Context: an optimization exercise on an open-source flow, tuned for small area, a short achievable clock period and few clock cycles per item. The choices shown serve that exercise and are no tape-out recipe. RTL that was checked went through simulation tests only; none was proved equivalent to the original. No activity file was given, so power comes from the tool's default toggle rates.

## run 1
==> flow/design.v <==
module apb_slave (
  input  logic        PCLK,
  input  logic        PRESETn,
  input  logic [31:0] PADDR,
  input  logic        PSEL,
  input  logic        PENABLE,
  input  logic        PWRITE,
  input  logic [31:0] PWDATA,
  output logic [31:0] PRDATA,
  output logic        PREADY,
  output logic        PSLVERR
);
  logic [15:0] [31:0] registers;
  logic [15:0]        written;
  logic               wr_pending;
  logic        addr_valid;
  logic [15:0] addr_dec;
  logic [15:0] wen;
  assign addr_valid = (PADDR[31:6] == 0);
  assign addr_dec   = 16'b1 << PADDR[5:2];
  assign wen        = wr_pending ? addr_dec : 16'b0;
  always_ff @(posedge PCLK or negedge PRESETn) begin
    if (!PRESETn) begin
      wr_pending <= 1'b0;
      written    <= '0;
    end else begin
      wr_pending <= PSEL && !PENABLE && PWRITE && addr_valid;
      written    <= written | wen;
    end
  end
  always_ff @(posedge PCLK) begin
    for (int i = 0; i < 16; i++)
      if (wen[i])
        registers[i] <= PWDATA;
  end
  logic [31:0] rdata;
  logic [15:0] rsel_lo, rsel_hi;
  apb_rsel u_rsel_lo (.idx(PADDR[5:2]), .written(written), .sel(rsel_lo));
  apb_rsel u_rsel_hi (.idx(PADDR[5:2]), .written(written), .sel(rsel_hi));
  always_comb begin
    rdata = '0;
    for (int i = 0; i < 16; i++) begin
      rdata[15:0]  = rdata[15:0]  | (registers[i][15:0]  & {16{rsel_lo[i]}});
      rdata[31:16] = rdata[31:16] | (registers[i][31:16] & {16{rsel_hi[i]}});
    end
  end
  always_ff @(posedge PCLK) begin
    PRDATA  <= rdata;
    PSLVERR <= !addr_valid;
  end
  assign PREADY = 1'b1;
endmodule
module apb_rsel (
  input  logic [3:0]  idx,
  input  logic [15:0] written,
  output logic [15:0] sel
);
  assign sel = (16'b1 << idx) & written;
endmodule
clock: 5.0 ns
lec_check: 0
cap_margin: 20
core_margin: 2
core_utilization: 40
cts_cluster_diameter: 100
cts_cluster_size: 30
setup_slack_margin: 3.0
slew_margin: 20
synth_hierarchical: 1
standard.sh (not shown) runs the stock make flow with config.mk's settings and CLKGATE_MAP_FILE= SYNTH_SCRIPT=/design/flow/synth_recipe.tcl, a recipe that flattens the netlist after the stock synthesis.
==> flow/flow/run.sh <==
#!/bin/bash
# The standard layout, with every port buffered by a plain buf_1 (ORFS's
# buffer_ports otherwise picks a delay cell); repair_timing resizes as needed.
set -euo pipefail
bash standard.sh finish "BUFFER_PORTS_ARGS=-buffer_cell sky130_fd_sc_hd__buf_1" > standard.log 2>&1
Run 1 reached the end of the flow, and the finished layout is clean on the timing, design-rule and antenna checks.
## Diff of input files: run 2 against run 1
Settings: CORE_UTILIZATION changed from 40 to 75.
## What came out
Final worst-path setup slack was higher in run 1 than in run 2. Per the comparison of run 2 with run 1, total number of placement rows decreased 22; finished layout cell area decreased by 440 um^2 relative to the old numbers; global-route usage increased by 18 points relative to the old numbers; peak supply drop shows an increase of 0.00016 V. The proportion of total power due to net switching number comes out higher for run 1 vs run 2. Multi-input combinational cell area in run 2 vs run 1: up 56 um^2. Going from run 1 to run 2, the first-pass GRT wire length was found to have gone up by 1.8%. Status: storage element area parity (run 1, run 2). Utilization run 1 -> run 2: up. For run 1, the highest metal layer with signal wires was met5, unlike run 2, where it was met4.
Inputs modified between run 2 and run 3:
Settings: CORE_UTILIZATION: 75 -> 60.
Findings:
- Lower total wire length after detailed routing among run 2 and run 3: run 3
- Of run 2 and run 3, the run reporting the higher remaining max-slew budget at the tightest pin was run 3.
- The fraction of final layout cells with drive strength greater than 1 was comparable across run 2 and run 3.
- Run 2 and run 3 ended up with nearly the same clock network power.
- Between run 3 and run 2, the sequential group power figures differ only marginally.
- Status: clock-buffer cell count parity (run 3, run 2)
- Diff run 3..run 2 | total of max-cap violations | unchanged
- Note that the die area recorded for run 3 amounts to 1.2 times the value seen in run 2.
Function was not checked in any run of this note: the RTL went through the layout flow alone.

* * *

## job 1441
Another version of the RTL of apb_slave (not shown whole).
Size: about 580 flip-flops, roughly 100 I/O pins, ~20000 sq um of cells after synthesis.
==> flow/config.mk <==
export PLATFORM = sky130hd
export DESIGN_NAME = apb_slave
export DESIGN_NICKNAME = apb_slave
export VERILOG_FILES = /design/flow/design.v
export SDC_FILE = /design/flow/constraint.sdc
export NUM_CORES = 4
export LEC_CHECK = 0
export CAP_MARGIN = 20
export CORE_MARGIN = 2
export CORE_UTILIZATION = 40
export CTS_CLUSTER_DIAMETER = 100
export CTS_CLUSTER_SIZE = 30
export SETUP_SLACK_MARGIN = 3.0
export SLEW_MARGIN = 20
export SYNTH_HIERARCHICAL = 1
==> flow/constraint.sdc <==
create_clock -name core_clock -period 5.0 [get_ports {PCLK}]
set_input_delay 1.0000 -clock core_clock [delete_from_list [all_inputs] [get_ports {PCLK}]]
set_output_delay 1.0000 -clock core_clock [all_outputs]
set_load 0.01 [all_outputs]
==> flow/flow/run.sh <==
#!/bin/bash
# The standard layout, with every port buffered by a plain buf_1 (ORFS's
# buffer_ports otherwise picks a delay cell) and explicit CTS arguments.
set -euo pipefail
bash standard.sh finish "BUFFER_PORTS_ARGS=-buffer_cell sky130_fd_sc_hd__buf_1" "CTS_ARGS=-sink_clustering_enable -repair_clock_nets -sink_clustering_size 30 -sink_clustering_max_diameter 100 -num_static_layers 1" > standard.log 2>&1
The final layout from job 1441, which completed every stage, passed the timing, design-rule and antenna checks at the end of the flow.
Testbench counts of job 1441, summed over its fixed seeds: cycles 32,000, transfers 16,000.
The inputs of job 6658 differ from those of job 1441 as listed below.
==> flow/flow/run.sh <==
#!/bin/bash
# The standard layout, with every port buffered by a plain buf_1 (ORFS's
# buffer_ports otherwise picks a delay cell), and ORFS's power recovery
# (downsizing gates off the critical paths) after global routing.
set -euo pipefail
bash standard.sh finish "BUFFER_PORTS_ARGS=-buffer_cell sky130_fd_sc_hd__buf_1" RECOVER_POWER=100 > standard.log 2>&1
[summary]
- On job 6658: maximum frequency is about 33% lower than what job 1441 gave.
- Proportion of cell area occupied by registers: job 6658 and job 1441 compared, lower one is job 1441
- Of the two values seen for capture point of the critical path, PRDATA[29] was produced by job 1441 and PRDATA[26]$_DFF_P_ by job 6658.
- Job 6658 does better than job 1441 on area of all placed cells without fillers.
- [flow] job 6658 | stages: complete | final checks: fail | reason: capacitance limit, slew limit
- Status: total number of vias parity (job 6658, job 1441)
Here is what was changed in the inputs of job 8660 compared with job 6658.
Settings: changing SETUP_SLACK_MARGIN from 3.0 to 2.8.
==> flow/flow/run.sh <==
#!/bin/bash
# The standard layout, with every port buffered by a plain buf_1 (ORFS's
# buffer_ports otherwise picks a delay cell); repair_timing resizes as needed.
set -euo pipefail
bash standard.sh finish "BUFFER_PORTS_ARGS=-buffer_cell sky130_fd_sc_hd__buf_1" > standard.log 2>&1
Notes after the runs:
- Job 8660: done, clean on timing, DRC and antenna
- Job 8660 ends up with a number of gates resized after CTS that is 70 lower than in job 6658.
- Worst min-delay path class: primary input to async pin -> job 8660, flop to flop -> job 6658
- Changes observed in job 8660 relative to job 6658: standby leakage power lost 0.00024 uW; setup slack went up 920 ps; final area down 1.6%; share of total power in the clock network dropped 0.2 points.
- Job 8660 gives less data arrival time at the worst-slack endpoint than job 6658 did.
> inputs changed (job 8660 -> job 840)
Settings: SETUP_SLACK_MARGIN now 2.95, was 2.8.
Wire length for job 840: 6.9% up relative to job 8660. The number of combinational gates with multiple inputs of job 840 is higher than that of job 8660. Job 840 vs job 8660, final core area utilization went up by 0.83 points. Internal cell power across job 8660 and job 840: no real change. Flip-flop and latch count: job 840 vs job 8660 — no meaningful difference. Of job 840 and job 8660, it is job 840 that has the higher global routing usage on met1. Against job 8660, total power in job 840 rose slightly.

==> static timing again, ports no longer ideal <==
In the flow no input, the clock included, has a driving cell. The finished layouts below were timed again as built, in two steps.
Step 1, drivers: a clkbuf_16 drives PCLK and a buf_2 each remaining input, both assumed.
Step 2 moves the port delays by t, midway between the first and last clock arrival at a register: inputs arrive t later, outputs are due t later. That takes back most of the time a late clock gives input paths.
Three values: no drivers, after step 1, after step 2; two values: the first two.
run	shift t [ns]	slack for setup (ns)	worst data-port slew with drivers (ns)	cell pins on the clock port's net
run 1	0.619	2.935 / 2.881 / 2.397	0.09	1
run 2	0.602	2.889 / 2.901 / 2.308	0.07	1
run 3	0.611	2.968 / 2.917 / 2.395	0.06	1
job 1441	0.629	2.941 / 2.885 / 2.391	0.08	1
job 6658	0.629	1.916 / 1.931 / 1.301	0.09	1
job 8660	0.609	2.834 / 2.829 / 2.248	0.07	1
job 840	0.625	2.963 / 2.912 / 2.360	0.09	1
For job 6658, which loses most, drivers alone change the setup slack by +0.015 ns; drivers and shift together by -0.615 ns.
